From an optimization exercise on the open Yosys and OpenROAD flow, aimed at small area and a short achievable clock period; shortcuts taken in it are not production practice.
Function was checked by simulation only, so behaviour that the tests miss may differ from the original.
Power figures rest on the tool's default switching activity, not on a simulated workload.

==> design/flow/design.v <==
module xbip_multadd_0 (
  input  wire [15:0] A,
  input  wire [15:0] B,
  input  wire [15:0] X,
  input  wire        CI,
  output wire [15:0] S,
  output wire [15:0] Y
);
  wire one0 = B[0] ^ 1'b0;
  wire two0 = (B[1] & ~B[0] & ~1'b0) | (~B[1] & B[0] & 1'b0);
  wire neg0 = B[1];
  wire pp0_0 = (one0 & A[0]) ^ neg0;
  wire pp0_1 = ((one0 & A[1]) | (two0 & A[0])) ^ neg0;
  wire pp0_2 = ((one0 & A[2]) | (two0 & A[1])) ^ neg0;
  wire pp0_3 = ((one0 & A[3]) | (two0 & A[2])) ^ neg0;
  wire pp0_4 = ((one0 & A[4]) | (two0 & A[3])) ^ neg0;
  wire pp0_5 = ((one0 & A[5]) | (two0 & A[4])) ^ neg0;
  wire pp0_6 = ((one0 & A[6]) | (two0 & A[5])) ^ neg0;
  wire pp0_7 = ((one0 & A[7]) | (two0 & A[6])) ^ neg0;
  wire pp0_8 = ((one0 & A[8]) | (two0 & A[7])) ^ neg0;
  wire pp0_9 = ((one0 & A[9]) | (two0 & A[8])) ^ neg0;
  wire pp0_10 = ((one0 & A[10]) | (two0 & A[9])) ^ neg0;
  wire pp0_11 = ((one0 & A[11]) | (two0 & A[10])) ^ neg0;
  wire pp0_12 = ((one0 & A[12]) | (two0 & A[11])) ^ neg0;
  wire pp0_13 = ((one0 & A[13]) | (two0 & A[12])) ^ neg0;
  wire pp0_14 = ((one0 & A[14]) | (two0 & A[13])) ^ neg0;
  wire pp0_15 = ((one0 & A[15]) | (two0 & A[14])) ^ neg0;
  wire one1 = B[2] ^ B[1];
  wire two1 = (B[3] & ~B[2] & ~B[1]) | (~B[3] & B[2] & B[1]);
  wire neg1 = B[3];
  wire pp1_0 = (one1 & A[0]) ^ neg1;
  wire pp1_1 = ((one1 & A[1]) | (two1 & A[0])) ^ neg1;
  wire pp1_2 = ((one1 & A[2]) | (two1 & A[1])) ^ neg1;
  wire pp1_3 = ((one1 & A[3]) | (two1 & A[2])) ^ neg1;
  wire pp1_4 = ((one1 & A[4]) | (two1 & A[3])) ^ neg1;
  wire pp1_5 = ((one1 & A[5]) | (two1 & A[4])) ^ neg1;
  wire pp1_6 = ((one1 & A[6]) | (two1 & A[5])) ^ neg1;
  wire pp1_7 = ((one1 & A[7]) | (two1 & A[6])) ^ neg1;
  wire pp1_8 = ((one1 & A[8]) | (two1 & A[7])) ^ neg1;
  wire pp1_9 = ((one1 & A[9]) | (two1 & A[8])) ^ neg1;
  wire pp1_10 = ((one1 & A[10]) | (two1 & A[9])) ^ neg1;
  wire pp1_11 = ((one1 & A[11]) | (two1 & A[10])) ^ neg1;
  wire pp1_12 = ((one1 & A[12]) | (two1 & A[11])) ^ neg1;
  wire pp1_13 = ((one1 & A[13]) | (two1 & A[12])) ^ neg1;
  wire one2 = B[4] ^ B[3];
  wire two2 = (B[5] & ~B[4] & ~B[3]) | (~B[5] & B[4] & B[3]);
  wire neg2 = B[5];
  wire pp2_0 = (one2 & A[0]) ^ neg2;
  wire pp2_1 = ((one2 & A[1]) | (two2 & A[0])) ^ neg2;
  wire pp2_2 = ((one2 & A[2]) | (two2 & A[1])) ^ neg2;
  wire pp2_3 = ((one2 & A[3]) | (two2 & A[2])) ^ neg2;
  wire pp2_4 = ((one2 & A[4]) | (two2 & A[3])) ^ neg2;
  wire pp2_5 = ((one2 & A[5]) | (two2 & A[4])) ^ neg2;
  wire pp2_6 = ((one2 & A[6]) | (two2 & A[5])) ^ neg2;
  wire pp2_7 = ((one2 & A[7]) | (two2 & A[6])) ^ neg2;
  wire pp2_8 = ((one2 & A[8]) | (two2 & A[7])) ^ neg2;
  wire pp2_9 = ((one2 & A[9]) | (two2 & A[8])) ^ neg2;
  wire pp2_10 = ((one2 & A[10]) | (two2 & A[9])) ^ neg2;
  wire pp2_11 = ((one2 & A[11]) | (two2 & A[10])) ^ neg2;
  wire one3 = B[6] ^ B[5];
  wire two3 = (B[7] & ~B[6] & ~B[5]) | (~B[7] & B[6] & B[5]);
  wire neg3 = B[7];
  wire pp3_0 = (one3 & A[0]) ^ neg3;
  wire pp3_1 = ((one3 & A[1]) | (two3 & A[0])) ^ neg3;
  wire pp3_2 = ((one3 & A[2]) | (two3 & A[1])) ^ neg3;
  wire pp3_3 = ((one3 & A[3]) | (two3 & A[2])) ^ neg3;
  wire pp3_4 = ((one3 & A[4]) | (two3 & A[3])) ^ neg3;
  wire pp3_5 = ((one3 & A[5]) | (two3 & A[4])) ^ neg3;
  wire pp3_6 = ((one3 & A[6]) | (two3 & A[5])) ^ neg3;
  wire pp3_7 = ((one3 & A[7]) | (two3 & A[6])) ^ neg3;
  wire pp3_8 = ((one3 & A[8]) | (two3 & A[7])) ^ neg3;
  wire pp3_9 = ((one3 & A[9]) | (two3 & A[8])) ^ neg3;
  wire one4 = B[8] ^ B[7];
  wire two4 = (B[9] & ~B[8] & ~B[7]) | (~B[9] & B[8] & B[7]);
  wire neg4 = B[9];
  wire pp4_0 = (one4 & A[0]) ^ neg4;
  wire pp4_1 = ((one4 & A[1]) | (two4 & A[0])) ^ neg4;
  wire pp4_2 = ((one4 & A[2]) | (two4 & A[1])) ^ neg4;
  wire pp4_3 = ((one4 & A[3]) | (two4 & A[2])) ^ neg4;
  wire pp4_4 = ((one4 & A[4]) | (two4 & A[3])) ^ neg4;
  wire pp4_5 = ((one4 & A[5]) | (two4 & A[4])) ^ neg4;
  wire pp4_6 = ((one4 & A[6]) | (two4 & A[5])) ^ neg4;
  wire pp4_7 = ((one4 & A[7]) | (two4 & A[6])) ^ neg4;
  wire one5 = B[10] ^ B[9];
  wire two5 = (B[11] & ~B[10] & ~B[9]) | (~B[11] & B[10] & B[9]);
  wire neg5 = B[11];
  wire pp5_0 = (one5 & A[0]) ^ neg5;
  wire pp5_1 = ((one5 & A[1]) | (two5 & A[0])) ^ neg5;
  wire pp5_2 = ((one5 & A[2]) | (two5 & A[1])) ^ neg5;
  wire pp5_3 = ((one5 & A[3]) | (two5 & A[2])) ^ neg5;
  wire pp5_4 = ((one5 & A[4]) | (two5 & A[3])) ^ neg5;
  wire pp5_5 = ((one5 & A[5]) | (two5 & A[4])) ^ neg5;
  wire one6 = B[12] ^ B[11];
  wire two6 = (B[13] & ~B[12] & ~B[11]) | (~B[13] & B[12] & B[11]);
  wire neg6 = B[13];
  wire pp6_0 = (one6 & A[0]) ^ neg6;
  wire pp6_1 = ((one6 & A[1]) | (two6 & A[0])) ^ neg6;
  wire pp6_2 = ((one6 & A[2]) | (two6 & A[1])) ^ neg6;
  wire pp6_3 = ((one6 & A[3]) | (two6 & A[2])) ^ neg6;
  wire one7 = B[14] ^ B[13];
  wire two7 = (B[15] & ~B[14] & ~B[13]) | (~B[15] & B[14] & B[13]);
  wire neg7 = B[15];
  wire pp7_0 = (one7 & A[0]) ^ neg7;
  wire pp7_1 = ((one7 & A[1]) | (two7 & A[0])) ^ neg7;
  wire s0 = X[14] ^ neg7;
  wire c0 = X[14] & neg7;
  wire s1 = X[15] ^ pp0_15;
  wire s2 = X[8] ^ neg4;
  wire c2 = X[8] & neg4;
  wire s3 = X[9] ^ pp0_9;
  wire c3 = X[9] & pp0_9;
  wire s4 = X[10] ^ neg5 ^ pp0_10;
  wire c4 = (X[10] & neg5) | (X[10] & pp0_10) | (neg5 & pp0_10);
  wire s5 = pp1_8 ^ pp2_6;
  wire c5 = pp1_8 & pp2_6;
  wire s6 = X[11] ^ pp0_11 ^ pp1_9;
  wire c6 = (X[11] & pp0_11) | (X[11] & pp1_9) | (pp0_11 & pp1_9);
  wire s7 = pp2_7 ^ pp3_5;
  wire c7 = pp2_7 & pp3_5;
  wire s8 = X[12] ^ neg6 ^ pp0_12;
  wire c8 = (X[12] & neg6) | (X[12] & pp0_12) | (neg6 & pp0_12);
  wire s9 = pp1_10 ^ pp2_8 ^ pp3_6;
  wire c9 = (pp1_10 & pp2_8) | (pp1_10 & pp3_6) | (pp2_8 & pp3_6);
  wire s10 = pp4_4 ^ pp5_2;
  wire c10 = pp4_4 & pp5_2;
  wire s11 = X[13] ^ pp0_13 ^ pp1_11;
  wire c11 = (X[13] & pp0_13) | (X[13] & pp1_11) | (pp0_13 & pp1_11);
  wire s12 = pp2_9 ^ pp3_7 ^ pp4_5;
  wire c12 = (pp2_9 & pp3_7) | (pp2_9 & pp4_5) | (pp3_7 & pp4_5);
  wire s13 = pp5_3 ^ pp6_1;
  wire c13 = pp5_3 & pp6_1;
  wire s14 = pp0_14 ^ pp1_12 ^ pp2_10;
  wire c14 = (pp0_14 & pp1_12) | (pp0_14 & pp2_10) | (pp1_12 & pp2_10);
  wire s15 = pp3_8 ^ pp4_6 ^ pp5_4;
  wire c15 = (pp3_8 & pp4_6) | (pp3_8 & pp5_4) | (pp4_6 & pp5_4);
  wire s16 = pp6_2 ^ pp7_0 ^ s0;
  wire c16 = (pp6_2 & pp7_0) | (pp6_2 & s0) | (pp7_0 & s0);
  wire s17 = c0 ^ pp1_13 ^ pp2_11;
  wire s18 = pp3_9 ^ pp4_7 ^ pp5_5;
  wire s19 = pp6_3 ^ pp7_1 ^ s1;
  wire s20 = X[4] ^ neg2;
  wire c20 = X[4] & neg2;
  wire s21 = X[5] ^ pp0_5;
  wire c21 = X[5] & pp0_5;
  wire s22 = X[6] ^ neg3 ^ pp0_6;
  wire c22 = (X[6] & neg3) | (X[6] & pp0_6) | (neg3 & pp0_6);
  wire s23 = pp1_4 ^ pp2_2;
  wire c23 = pp1_4 & pp2_2;
  wire s24 = X[7] ^ pp0_7 ^ pp1_5;
  wire c24 = (X[7] & pp0_7) | (X[7] & pp1_5) | (pp0_7 & pp1_5);
  wire s25 = pp2_3 ^ pp3_1;
  wire c25 = pp2_3 & pp3_1;
  wire s26 = pp0_8 ^ pp1_6 ^ pp2_4;
  wire c26 = (pp0_8 & pp1_6) | (pp0_8 & pp2_4) | (pp1_6 & pp2_4);
  wire s27 = pp3_2 ^ pp4_0 ^ s2;
  wire c27 = (pp3_2 & pp4_0) | (pp3_2 & s2) | (pp4_0 & s2);
  wire s28 = c2 ^ pp1_7 ^ pp2_5;
  wire c28 = (c2 & pp1_7) | (c2 & pp2_5) | (pp1_7 & pp2_5);
  wire s29 = pp3_3 ^ pp4_1 ^ s3;
  wire c29 = (pp3_3 & pp4_1) | (pp3_3 & s3) | (pp4_1 & s3);
  wire s30 = pp3_4 ^ pp4_2 ^ pp5_0;
  wire c30 = (pp3_4 & pp4_2) | (pp3_4 & pp5_0) | (pp4_2 & pp5_0);
  wire s31 = c3 ^ s4 ^ s5;
  wire c31 = (c3 & s4) | (c3 & s5) | (s4 & s5);
  wire s32 = pp4_3 ^ pp5_1 ^ c4;
  wire c32 = (pp4_3 & pp5_1) | (pp4_3 & c4) | (pp5_1 & c4);
  wire s33 = c5 ^ s6 ^ s7;
  wire c33 = (c5 & s6) | (c5 & s7) | (s6 & s7);
  wire s34 = pp6_0 ^ c6 ^ c7;
  wire c34 = (pp6_0 & c6) | (pp6_0 & c7) | (c6 & c7);
  wire s35 = s10 ^ s8 ^ s9;
  wire c35 = (s10 & s8) | (s10 & s9) | (s8 & s9);
  wire s36 = c10 ^ c8 ^ c9;
  wire c36 = (c10 & c8) | (c10 & c9) | (c8 & c9);
  wire s37 = s11 ^ s12 ^ s13;
  wire c37 = (s11 & s12) | (s11 & s13) | (s12 & s13);
  wire s38 = c11 ^ c12 ^ c13;
  wire c38 = (c11 & c12) | (c11 & c13) | (c12 & c13);
  wire s39 = s14 ^ s15 ^ s16;
  wire c39 = (s14 & s15) | (s14 & s16) | (s15 & s16);
  wire s40 = c14 ^ c15 ^ c16;
  wire s41 = s17 ^ s18 ^ s19;
  wire s42 = CI ^ X[0];
  wire c42 = CI & X[0];
  wire s43 = X[2] ^ neg1;
  wire c43 = X[2] & neg1;
  wire s44 = X[3] ^ pp0_3;
  wire c44 = X[3] & pp0_3;
  wire s45 = pp0_4 ^ pp1_2 ^ pp2_0;
  wire c45 = (pp0_4 & pp1_2) | (pp0_4 & pp2_0) | (pp1_2 & pp2_0);
  wire s46 = c20 ^ pp1_3 ^ pp2_1;
  wire c46 = (c20 & pp1_3) | (c20 & pp2_1) | (pp1_3 & pp2_1);
  wire s47 = pp3_0 ^ c21 ^ s22;
  wire c47 = (pp3_0 & c21) | (pp3_0 & s22) | (c21 & s22);
  wire s48 = c22 ^ c23 ^ s24;
  wire c48 = (c22 & c23) | (c22 & s24) | (c23 & s24);
  wire s49 = c24 ^ c25 ^ s26;
  wire c49 = (c24 & c25) | (c24 & s26) | (c25 & s26);
  wire s50 = c26 ^ c27 ^ s28;
  wire c50 = (c26 & c27) | (c26 & s28) | (c27 & s28);
  wire s51 = c28 ^ s30 ^ c29;
  wire c51 = (c28 & s30) | (c28 & c29) | (s30 & c29);
  wire s52 = c30 ^ c31 ^ s32;
  wire c52 = (c30 & c31) | (c30 & s32) | (c31 & s32);
  wire s53 = c32 ^ c33 ^ s34;
  wire c53 = (c32 & c33) | (c32 & s34) | (c33 & s34);
  wire s54 = c34 ^ c35 ^ s36;
  wire c54 = (c34 & c35) | (c34 & s36) | (c35 & s36);
  wire s55 = c36 ^ c37 ^ s38;
  wire c55 = (c36 & c37) | (c36 & s38) | (c37 & s38);
  wire s56 = c38 ^ c39 ^ s40;
  wire s57 = neg0 ^ s42;
  wire c57 = neg0 & s42;
  wire s58 = X[1] ^ c42 ^ pp0_1;
  wire c58 = (X[1] & c42) | (X[1] & pp0_1) | (c42 & pp0_1);
  wire s59 = pp0_2 ^ pp1_0 ^ s43;
  wire c59 = (pp0_2 & pp1_0) | (pp0_2 & s43) | (pp1_0 & s43);
  wire s60 = c43 ^ pp1_1 ^ s44;
  wire c60 = (c43 & pp1_1) | (c43 & s44) | (pp1_1 & s44);
  wire s61 = s20 ^ c44 ^ s45;
  wire c61 = (s20 & c44) | (s20 & s45) | (c44 & s45);
  wire s62 = c45 ^ s21 ^ s46;
  wire c62 = (c45 & s21) | (c45 & s46) | (s21 & s46);
  wire s63 = c46 ^ s23 ^ s47;
  wire c63 = (c46 & s23) | (c46 & s47) | (s23 & s47);
  wire s64 = s25 ^ c47 ^ s48;
  wire c64 = (s25 & c47) | (s25 & s48) | (c47 & s48);
  wire s65 = s27 ^ c48 ^ s49;
  wire c65 = (s27 & c48) | (s27 & s49) | (c48 & s49);
  wire s66 = c49 ^ s29 ^ s50;
  wire c66 = (c49 & s29) | (c49 & s50) | (s29 & s50);
  wire s67 = c50 ^ s31 ^ s51;
  wire c67 = (c50 & s31) | (c50 & s51) | (s31 & s51);
  wire s68 = s33 ^ c51 ^ s52;
  wire c68 = (s33 & c51) | (s33 & s52) | (c51 & s52);
  wire s69 = s35 ^ c52 ^ s53;
  wire c69 = (s35 & c52) | (s35 & s53) | (c52 & s53);
  wire s70 = s37 ^ c53 ^ s54;
  wire c70 = (s37 & c53) | (s37 & s54) | (c53 & s54);
  wire s71 = s39 ^ c54 ^ s55;
  wire c71 = (s39 & c54) | (s39 & s55) | (c54 & s55);
  wire s72 = c55 ^ s56 ^ s41;
  assign S[0] = pp0_0;
  assign Y[0] = s57;
  assign S[1] = c57;
  assign Y[1] = s58;
  assign S[2] = c58;
  assign Y[2] = s59;
  assign S[3] = c59;
  assign Y[3] = s60;
  assign S[4] = c60;
  assign Y[4] = s61;
  assign S[5] = c61;
  assign Y[5] = s62;
  assign S[6] = c62;
  assign Y[6] = s63;
  assign S[7] = c63;
  assign Y[7] = s64;
  assign S[8] = c64;
  assign Y[8] = s65;
  assign S[9] = c65;
  assign Y[9] = s66;
  assign S[10] = c66;
  assign Y[10] = s67;
  assign S[11] = c67;
  assign Y[11] = s68;
  assign S[12] = c68;
  assign Y[12] = s69;
  assign S[13] = c69;
  assign Y[13] = s70;
  assign S[14] = c70;
  assign Y[14] = s71;
  assign S[15] = c71;
  assign Y[15] = s72;
endmodule
`timescale 1ns / 1ps
module s_axi_template #(
		parameter integer C_S_AXI_ID_WIDTH	= 1,
		parameter integer C_S_AXI_DATA_WIDTH	= 64,
		parameter integer C_S_AXI_ADDR_WIDTH	= 32,
		parameter integer C_S_AXI_AWUSER_WIDTH	= 1,
		parameter integer C_S_AXI_ARUSER_WIDTH	= 1,
		parameter integer C_S_AXI_WUSER_WIDTH	= 1,
		parameter integer C_S_AXI_RUSER_WIDTH	= 1,
		parameter integer C_S_AXI_BUSER_WIDTH	= 1
	)
	(
		output wire [15:0] P_buf,  
		output wire [15:0] A_dbg,
		output wire [15:0] B_dbg,
		output wire [15:0] C_dbg,
		output wire [ 3:0] mode_sel_dbg,
		input wire  S_AXI_ACLK,
		input wire  S_AXI_ARESETN,
		input wire [C_S_AXI_ID_WIDTH-1 : 0] S_AXI_AWID,
		input wire [C_S_AXI_ADDR_WIDTH-1 : 0] S_AXI_AWADDR,
		input wire [7 : 0] S_AXI_AWLEN,
		input wire [2 : 0] S_AXI_AWSIZE,
		input wire [1 : 0] S_AXI_AWBURST,
		input wire  S_AXI_AWLOCK,
		input wire [3 : 0] S_AXI_AWCACHE,
		input wire [2 : 0] S_AXI_AWPROT,
		input wire [3 : 0] S_AXI_AWQOS,
		input wire [3 : 0] S_AXI_AWREGION,
		input wire [C_S_AXI_AWUSER_WIDTH-1 : 0] S_AXI_AWUSER,
		input wire  S_AXI_AWVALID,
		output wire  S_AXI_AWREADY,
		input wire [C_S_AXI_DATA_WIDTH-1 : 0] S_AXI_WDATA,
		input wire [(C_S_AXI_DATA_WIDTH/8)-1 : 0] S_AXI_WSTRB,
		input wire  S_AXI_WLAST,
		input wire [C_S_AXI_WUSER_WIDTH-1 : 0] S_AXI_WUSER,
		input wire  S_AXI_WVALID,
		output wire  S_AXI_WREADY,
		output wire [C_S_AXI_ID_WIDTH-1 : 0] S_AXI_BID,
		output wire [1 : 0] S_AXI_BRESP,
		output wire [C_S_AXI_BUSER_WIDTH-1 : 0] S_AXI_BUSER,
		output wire  S_AXI_BVALID,
		input wire  S_AXI_BREADY,
		input wire [C_S_AXI_ID_WIDTH-1 : 0] S_AXI_ARID,
		input wire [C_S_AXI_ADDR_WIDTH-1 : 0] S_AXI_ARADDR,
		input wire [7 : 0] S_AXI_ARLEN,
		input wire [2 : 0] S_AXI_ARSIZE,
		input wire [1 : 0] S_AXI_ARBURST,
		input wire  S_AXI_ARLOCK,
		input wire [3 : 0] S_AXI_ARCACHE,
		input wire [2 : 0] S_AXI_ARPROT,
		input wire [3 : 0] S_AXI_ARQOS,
		input wire [3 : 0] S_AXI_ARREGION,
		input wire [C_S_AXI_ARUSER_WIDTH-1 : 0] S_AXI_ARUSER,
		input wire  S_AXI_ARVALID,
		output wire  S_AXI_ARREADY,
		output wire [C_S_AXI_ID_WIDTH-1 : 0] S_AXI_RID,
		output wire [C_S_AXI_DATA_WIDTH-1 : 0] S_AXI_RDATA,
		output wire [1 : 0] S_AXI_RRESP,
		output wire  S_AXI_RLAST,
		output wire [C_S_AXI_RUSER_WIDTH-1 : 0] S_AXI_RUSER,
		output wire  S_AXI_RVALID,
		input wire  S_AXI_RREADY
	);
	reg        axi_awready, axi_awv_awr_flag, axi_wready, axi_bvalid;
	reg        axi_arready, axi_arv_arr_flag, axi_rvalid, axi_rlast;
	reg  [7:0] axi_arlen_rem;      
	reg  [3:0] wsel;               
	wire idle   = ~axi_awv_awr_flag & ~axi_arv_arr_flag;
	wire aw_set = S_AXI_AWVALID & idle;
	wire ar_set = S_AXI_ARVALID & idle;
	wire wbeat  = axi_wready & S_AXI_WVALID;
	wire wdone  = S_AXI_WLAST & axi_wready;
	wire rhs    = axi_rvalid & S_AXI_RREADY;
	wire rzero  = (axi_arlen_rem == 8'd0);
	always @(posedge S_AXI_ACLK) begin
		if (S_AXI_ARESETN == 1'b0) begin
			axi_awready      <= 1'b0;
			axi_awv_awr_flag <= 1'b0;
			axi_wready       <= 1'b0;
			axi_bvalid       <= 1'b0;
			axi_arready      <= 1'b0;
			axi_arv_arr_flag <= 1'b0;
			axi_rvalid       <= 1'b0;
			axi_rlast        <= 1'b0;
			axi_arlen_rem    <= 8'd0;
		end else begin
			axi_awready <= aw_set;
			if (aw_set)
				axi_awv_awr_flag <= 1'b1;
			else if (wdone)
				axi_awv_awr_flag <= 1'b0;
			if (~axi_wready & S_AXI_WVALID & axi_awv_awr_flag)
				axi_wready <= 1'b1;
			else if (wdone)
				axi_wready <= 1'b0;
			if (wbeat & S_AXI_WLAST)
				axi_bvalid <= 1'b1;
			else if (S_AXI_BREADY & axi_bvalid)
				axi_bvalid <= 1'b0;
			axi_arready <= ar_set;
			if (ar_set)
				axi_arv_arr_flag <= 1'b1;
			else if (rhs & rzero)
				axi_arv_arr_flag <= 1'b0;
			if (axi_arv_arr_flag & ~axi_rvalid)
				axi_rvalid <= 1'b1;
			else if (rhs)
				axi_rvalid <= 1'b0;
			if (S_AXI_ARVALID & ~axi_arv_arr_flag) begin
				axi_arlen_rem <= S_AXI_ARLEN;
				axi_rlast     <= 1'b0;
			end else if (rhs) begin
				axi_arlen_rem <= axi_arlen_rem - 8'd1;
				axi_rlast     <= 1'b0;
			end else if (rzero & ~axi_rlast & axi_arv_arr_flag)
				axi_rlast <= 1'b1;
			else if (S_AXI_RREADY)
				axi_rlast <= 1'b0;
		end
	end
	always @(posedge S_AXI_ACLK)
		if (S_AXI_AWVALID & ~axi_awv_awr_flag)
			wsel <= {S_AXI_AWADDR[19:16] == 4'h4, S_AXI_AWADDR[19:16] == 4'h3,
			         S_AXI_AWADDR[19:16] == 4'h2, S_AXI_AWADDR[19:16] == 4'h1};
	assign S_AXI_AWREADY = axi_awready;
	assign S_AXI_WREADY  = axi_wready;
	assign S_AXI_BVALID  = axi_bvalid;
	assign S_AXI_BRESP   = 2'b00;
	assign S_AXI_BUSER   = {C_S_AXI_BUSER_WIDTH{1'b0}};
	assign S_AXI_BID     = S_AXI_AWID;
	assign S_AXI_ARREADY = axi_arready;
	assign S_AXI_RVALID  = axi_rvalid;
	assign S_AXI_RLAST   = axi_rlast;
	assign S_AXI_RRESP   = 2'b00;
	assign S_AXI_RUSER   = {C_S_AXI_RUSER_WIDTH{1'b0}};
	assign S_AXI_RID     = S_AXI_ARID;
	reg [15:0] A, B, C, B_in, C_in;
	reg [ 3:0] mode_sel;
	wire rst = ~S_AXI_ARESETN;
	wire [15:0] W = S_AXI_WDATA[15:0];
	wire [15:0] A_nx = rst ? 16'd0 : (wbeat & wsel[0]) ? W : A;
	wire [15:0] B_nx = rst ? 16'd0 : (wbeat & wsel[1]) ? W : B;
	wire [15:0] C_nx = rst ? 16'd0 : (wbeat & wsel[2]) ? W : C;
	wire [ 3:0] M_nx = rst ? 4'd0  : (wbeat & wsel[3]) ? W[3:0] : mode_sel;
	wire [15:0] Bi_nx = rst ? 16'd0 :
	                    (mode_sel[2:0] == 3'b000) ? 16'd0 :
	                    (mode_sel[2:1] == 2'b10)  ? 16'd1 : B;
	wire [15:0] Ci_nx = (~rst & (mode_sel[2] | (mode_sel[1] & mode_sel[0]))) ? C : 16'd0;
	wire        Sub_nx = mode_sel[0];
	always @(posedge S_AXI_ACLK) begin
		A        <= A_nx;
		B        <= B_nx;
		C        <= C_nx;
		mode_sel <= M_nx;
		B_in     <= Bi_nx;
		C_in     <= Ci_nx;
	end
	assign A_dbg        = A;
	assign B_dbg        = B_in;
	assign C_dbg        = C_in;
	assign mode_sel_dbg = mode_sel;
	wire [15:0] cs_s, cs_y;
	reg  [15:0] P_s, P_y;
	xbip_multadd_0 MultAdd (
		.A (A_nx),
		.B (Bi_nx),
		.X (Ci_nx ^ {16{Sub_nx}}),
		.CI(Sub_nx),
		.S (cs_s),
		.Y (cs_y)
	);
	always @(posedge S_AXI_ACLK) begin
		P_s <= cs_s;
		P_y <= cs_y;
	end
	wire P_en = (~mode_sel[2] & ~mode_sel[0]) | (mode_sel[1] & mode_sel[0]);
	assign P_buf = (P_s + P_y) & {16{P_en}};
	reg [15:0] rd_data;
	wire aw56 = (S_AXI_AWADDR[19:16] == 4'h5) | (S_AXI_AWADDR[19:16] == 4'h6);
	wire ar56 = (S_AXI_ARADDR[19:16] == 4'h5) | (S_AXI_ARADDR[19:16] == 4'h6);
	wire rd_load = (aw_set & aw56) | (ar_set & ar56);
	always @(posedge S_AXI_ACLK)
		if (rst)
			rd_data <= 16'd0;
		else if (rd_load)
			rd_data <= P_buf;
	assign S_AXI_RDATA = {{(C_S_AXI_DATA_WIDTH-16){1'b0}}, rd_data & {16{axi_rvalid}}};
endmodule
==> design/flow/config.mk <==
export PLATFORM = sky130hd
export DESIGN_NAME = s_axi_template
export DESIGN_NICKNAME = s_axi_template
export VERILOG_FILES = /design/flow/design.v
export SDC_FILE = /design/flow/constraint.sdc
export NUM_CORES = 4
export LEC_CHECK = 0
export CAP_MARGIN = 20
export CORE_MARGIN = 2
export CORE_UTILIZATION = 40
export SLEW_MARGIN = 20
==> design/flow/constraint.sdc <==
create_clock -name core_clock -period 10.0 [get_ports {S_AXI_ACLK}]
set_input_delay 2.0000 -clock core_clock [delete_from_list [all_inputs] [get_ports {S_AXI_ACLK}]]
set_output_delay 2.0000 -clock core_clock [all_outputs]
set_load 0.01 [all_outputs]
==> design/flow/run.sh <==
#!/bin/bash
# synth_recipe.tcl (not shown) runs the flow's synth.tcl, then flattens the netlist and writes it again
# the make line also repeats each setting of config.mk as NAME=value (left out here)
make -C /OpenROAD-flow-scripts/flow DESIGN_CONFIG=/design/flow/config.mk WORK_HOME=/design/flow/orfs CLKGATE_MAP_FILE= SYNTH_SCRIPT=/design/flow/synth_recipe.tcl finish
==> run_summary.xml <==
<?xml version="1.0" encoding="UTF-8"?>
<metrics>
  <group name="sta">
    <metric name="timing_hold_violations_final" unit="">0</metric>
    <metric name="fin_worst_skew" unit="ps">12.5</metric>
    <metric name="finalHoldWorstSlack" unit="ps">447</metric>
    <metric name="relSlewSlack" unit="%">35.5</metric>
    <metric name="post-route-min-period" unit="ps">6720</metric>
    <metric name="fin_setup_tns" unit="ps">0</metric>
    <metric name="post-route-worst-setup-slack" unit="ps">3280</metric>
    <metric name="timing.final.crit_share" unit="%">67.2</metric>
    <metric name="worstMarginPinSlew" unit="ps">966</metric>
    <metric name="timing.final.setup_violations" unit="">0</metric>
    <metric name="timing.fmax" unit="MHz">149</metric>
    <metric name="slew_violations" unit="">0</metric>
    <metric name="unrepaired_setup_endpoints_after_global_routing" unit="">no</metric>
  </group>
  <group name="floorplanning">
    <metric name="fp.dieW" unit="microns">167</metric>
    <metric name="initial_core_util" unit="%">40.8</metric>
    <metric name="io_pins" unit="">353</metric>
    <metric name="core" unit="sq mm">0.0261</metric>
    <metric name="core.rowCount" unit="">59</metric>
    <metric name="die_h" unit="microns">167</metric>
    <metric name="die_area" unit="sq mm">0.0279</metric>
  </group>
  <group name="drt">
    <metric name="number_of_remaining_drc_errors" unit="">0</metric>
    <metric name="detail_route.first_pass.iterations" unit="">5</metric>
    <metric name="vias_per_cell" unit="">5.28</metric>
    <metric name="route.detailed.wl_per_inst" unit="microns">17.3</metric>
    <metric name="antenna_violating_nets_post_route" unit="">0</metric>
    <metric name="detailroute.via_count" unit="">8981</metric>
    <metric name="drtIter0Drc" unit="">846</metric>
    <metric name="wl" unit="mm">29.4</metric>
  </group>
  <group name="layout">
    <metric name="num_antenna_cells" unit="">0</metric>
    <metric name="design.final.nets" unit="">1644</metric>
    <metric name="multi_input_comb_area" unit="sq mm">0.00662</metric>
    <metric name="num-fill-cells" unit="">2568</metric>
    <metric name="ff_latch_area" unit="sq mm">0.00308</metric>
    <metric name="drive_above_1_share" unit="%">6.00</metric>
    <metric name="layoutNonFillerInstCount" unit="">1702</metric>
    <metric name="layout-area-overhead-vs-synth" unit="%">16.8</metric>
  </group>
  <group name="worst_setup_path">
    <metric name="criticalPathCategory" unit="">primary input to flop</metric>
    <metric name="worst_setup_sp_type" unit="">primary input</metric>
    <metric name="critical_path.reg2reg.startpoint" unit="">axi_wready</metric>
    <metric name="critPathCaptureType" unit="">flop</metric>
    <metric name="cp_data_arrival_time" unit="ps">7080</metric>
    <metric name="worst-r2r-setup-slack" unit="ps">4980</metric>
    <metric name="worstPathMaxFanout" unit="">16</metric>
    <metric name="timing.reg2reg.worst_path_depth" unit="">18</metric>
    <metric name="r2r_end" unit="">P_y[15]</metric>
    <metric name="critPathRequiredTime" unit="ps">10360</metric>
  </group>
  <group name="grt">
    <metric name="antenna_found_initial" unit="">0</metric>
    <metric name="grt.overflow.total" unit="">0</metric>
    <metric name="grtUsageTotal" unit="%">20.8</metric>
    <metric name="grt_pass1_vias" unit="">8293</metric>
    <metric name="largest_net_degree_at_the_start_of_global_routing" unit="">62</metric>
    <metric name="grt_first_pass_wirelength" unit="mm">46.0</metric>
  </group>
  <group name="cts">
    <metric name="post-cts-setup-buffers" unit="">0</metric>
    <metric name="htree_levels" unit="">4</metric>
    <metric name="cts_root_buffer" unit="">clkbuf_16</metric>
    <metric name="cts_inserted_buffers" unit="">17</metric>
    <metric name="max-clock-path-buffers" unit="">2</metric>
    <metric name="clkTransAtPathRegs" unit="ps">70</metric>
    <metric name="cts.hold.buffers_added" unit="">0</metric>
    <metric name="cts-resized-gates" unit="">0</metric>
    <metric name="cts.sinks" unit="">152</metric>
    <metric name="clock_tree_from_tritoncts" unit="">yes</metric>
    <metric name="clkLatencyLatePin" unit="ps">440</metric>
  </group>
  <group name="synthesis">
    <metric name="synth-async-reset-ratio" unit="%">0</metric>
    <metric name="synth_seq_area_share" unit="%">29.0</metric>
    <metric name="number_of_enable_flip_flop_cells_after_synthesis" unit="">4</metric>
    <metric name="syn_avg_cell_area" unit="sq um">8.17</metric>
    <metric name="syn-instance-count" unit="">1303</metric>
    <metric name="post_synth_num_cell_types" unit="">67</metric>
    <metric name="ys_dominant_reg_cell" unit="">dfxtp_1</metric>
    <metric name="synth_seq_cells" unit="">152</metric>
    <metric name="synth.cell_area" unit="sq mm">0.0106</metric>
    <metric name="yosys_warnings" unit="">1</metric>
  </group>
  <group name="pwr">
    <metric name="power.combinational.fraction" unit="%">6.9</metric>
    <metric name="power_switching_share" unit="%">26.1</metric>
    <metric name="p_int" unit="W">0.00105</metric>
    <metric name="power_density" unit="mW/mm^2">114</metric>
    <metric name="power.ir.vdd_worst" unit="V">0.0000884</metric>
    <metric name="seq_power_share" unit="%">44.1</metric>
    <metric name="p_clk_share" unit="%">49.0</metric>
    <metric name="p_leak" unit="nW">5.03</metric>
    <metric name="net_switching_power_of_the_design" unit="W">0.000371</metric>
  </group>
  <group name="flow_run">
    <metric name="cap_violations" unit="">0</metric>
  </group>
  <group name="worst_hold_path">
    <metric name="holdPathEnd" unit="">rd_data[9]</metric>
    <metric name="min-delay-start" unit="">rd_data[9]</metric>
    <metric name="min_path_type" unit="">flop to flop</metric>
    <metric name="min_path_cells" unit="">2</metric>
  </group>
  <group name="place">
    <metric name="port_buffers" unit="">129</metric>
    <metric name="placed_cells_incl_taps" unit="">1670</metric>
    <metric name="pre_cts_slack" unit="ps">2800</metric>
    <metric name="gp_routability_congestion" unit="">0.881</metric>
    <metric name="dpl.hpwl" unit="mm">21.1</metric>
  </group>
  <group name="outcome">
    <metric name="outcome" unit="">timing/DRC/antenna clean</metric>
  </group>
</metrics>
-- power by group through the flow --
stage / Combinational, W / Sequential [W] / Clock (W)
after floorplan: 0.0000774 / 0.000637 / 0
after global placement: 0.0000956 / 0.000640 / 0
after detailed placement: 0.0000965 / 0.000640 / 0
after CTS: 0.0000970 / 0.000626 / 0.000710
after global routing: 0.000107 / 0.000628 / 0.000736
final: 0.0000977 / 0.000626 / 0.000696
-- layout by cell type, fill, tap and decap left out, drive strengths merged, types with 32 or more instances in the layout --
cell type / instances
a21oi: 124
dfxtp: 148
and2: 50
clkdlybuf4s50: 129
nor2: 96
conb: 54
inv: 73
ha: 32
nor3: 33
fa: 51
xnor2: 55
nand2: 164
o21ai: 40
-- metal layers --
layer	track usage (%)	vias up	part of all wire (%)
met1	28.7	4234	45
met3	3.31	32	6.2
met4	6.18	0	1.9
li1	-	4384	-
met2	33.5	331	46
met5	0	-	0
-- worst max-delay path: stages --
cell	delay, ps
clkdlybuf4s50_1	730
nand3_4	240
mux2i_1	250
nand2b_1	700
inv_1	380
nand2_1	150
o311ai_1	110
a22oi_1	200
nor2_1	70
ha_1	300
fa_1	390
fa_1	410
xnor2_1	150
xnor2_1	210
xnor2_1	170
xnor2_1	170
xnor2_1	160
xnor2_1	150
xnor2_1	140
-- cell usage after synthesis, drive strengths merged, types with 4 or more instances --
cell	number	area [sq um]
nand3	18	103
mux2i	10	100
maj3	20	200
nand4	4	25.0
nand2b	22	138
o311ai	4	35.0
o22ai	13	81.3
edfxtp	4	120
o221ai	15	131
inv	66	248
a21o	7	52.6
clkbuf	86	324
xor2	26	228
and3	6	37.5
and2	50	313
o21ai	40	200
nor2	96	360
a311oi	5	56.3
nor3	33	170
a221oi	22	193
a211oi	10	75.1
o31ai	11	82.6
a21boi	9	67.6
mux2	14	180
nand2	164	616
ha	32	400
a22oi	14	105
dfxtp	148	2960
xnor2	55	489
a21oi	124	624
nor2b	9	56.3
buf	82	574
fa	51	1020
-- cell type report --
type,count,share of cell area [%]
Multi-Input combinational cell,969,53.2
Sequential cell,152,24.8
Timing Repair Buffer,147,11.5
Clock buffer,18,3.62
Tap cell,335,3.37
Inverter,67,2.02
Clock inverter,14,1.45
-- how the worst max path moves through the flow --
stage,from,endpoint,depth (start not counted)
6_report,S_AXI_WVALID,P_y[15],19
3_5_place_dp,S_AXI_WVALID,P_y[15],21
4_1_cts,S_AXI_WVALID,P_y[15],21
2_1_floorplan,S_AXI_WVALID,P_y[15],21
5_1_grt,S_AXI_WVALID,P_y[15],19
3_3_place_gp,S_AXI_WVALID,P_y[15],21
-- state kept, by name (all words and copies together), names as in the netlist, 4 cells and up --
| register | cells |
|---|---|
| axi_arlen_rem | 8 |
| B | 16 |
| P_y | 16 |
| C | 16 |
| rd_data | 16 |
| A | 16 |
| P_s | 16 |
| C_in | 16 |
| wsel | 4 |
| mode_sel | 4 |
| B_in | 16 |
-- per-stage QoR --
stage                     cell area (sq um)  utilization [%]  total power (W)
final                                 12400             47.7          0.00142
after global routing                  12400             47.7          0.00147
after CTS                             12400             47.7          0.00143
after detailed placement              11800             45.3         0.000737
after global placement                11800             45.3         0.000736
after floorplan                       10800                -         0.000714
-- kinds of logic after synthesis --
| logic type | after synthesis | share of synthesized area, % |
|---|---|---|
| DFF | 152 | 29.0 |
| buffers and inverters | 235 | 10.8 |
| xor gates and xnor gates | 82 | 6.95 |
| AOI/OAI and AO/OA | 294 | 17.6 |
| muxes | 24 | 2.63 |
| and+or+nand+nor | 412 | 17.8 |
| other | 1 | 0.0352 |
| adders and majority gates | 103 | 15.2 |

[what the ideal ports hide]
The flow's constraints put no driver on any port. The routed layout listed below was extracted and timed again, unchanged, in two steps. Step 1 (the two cells are an assumption about what drives the block):
set clk [get_ports {S_AXI_ACLK}]
set_driving_cell -lib_cell sky130_fd_sc_hd__clkbuf_16 $clk
set_driving_cell -lib_cell sky130_fd_sc_hd__buf_2 [delete_from_list [all_inputs] $clk]
Step 2 moves the port delays by t, midway between the first and last clock arrival at a register: inputs arrive t later, outputs are due t later. That takes back most of the time a late clock gives input paths. a / b / c = ideal / step 1 / step 2; a / b = the first two.
shift t [ns]: 0.477
setup WS [ns]: 3.277 / 3.301 / 2.823
pins driven straight from the clock port: 1
After both steps setup and hold are still met in this run. For this run, drivers alone change the setup slack by +0.024 ns; drivers and shift together by -0.454 ns.
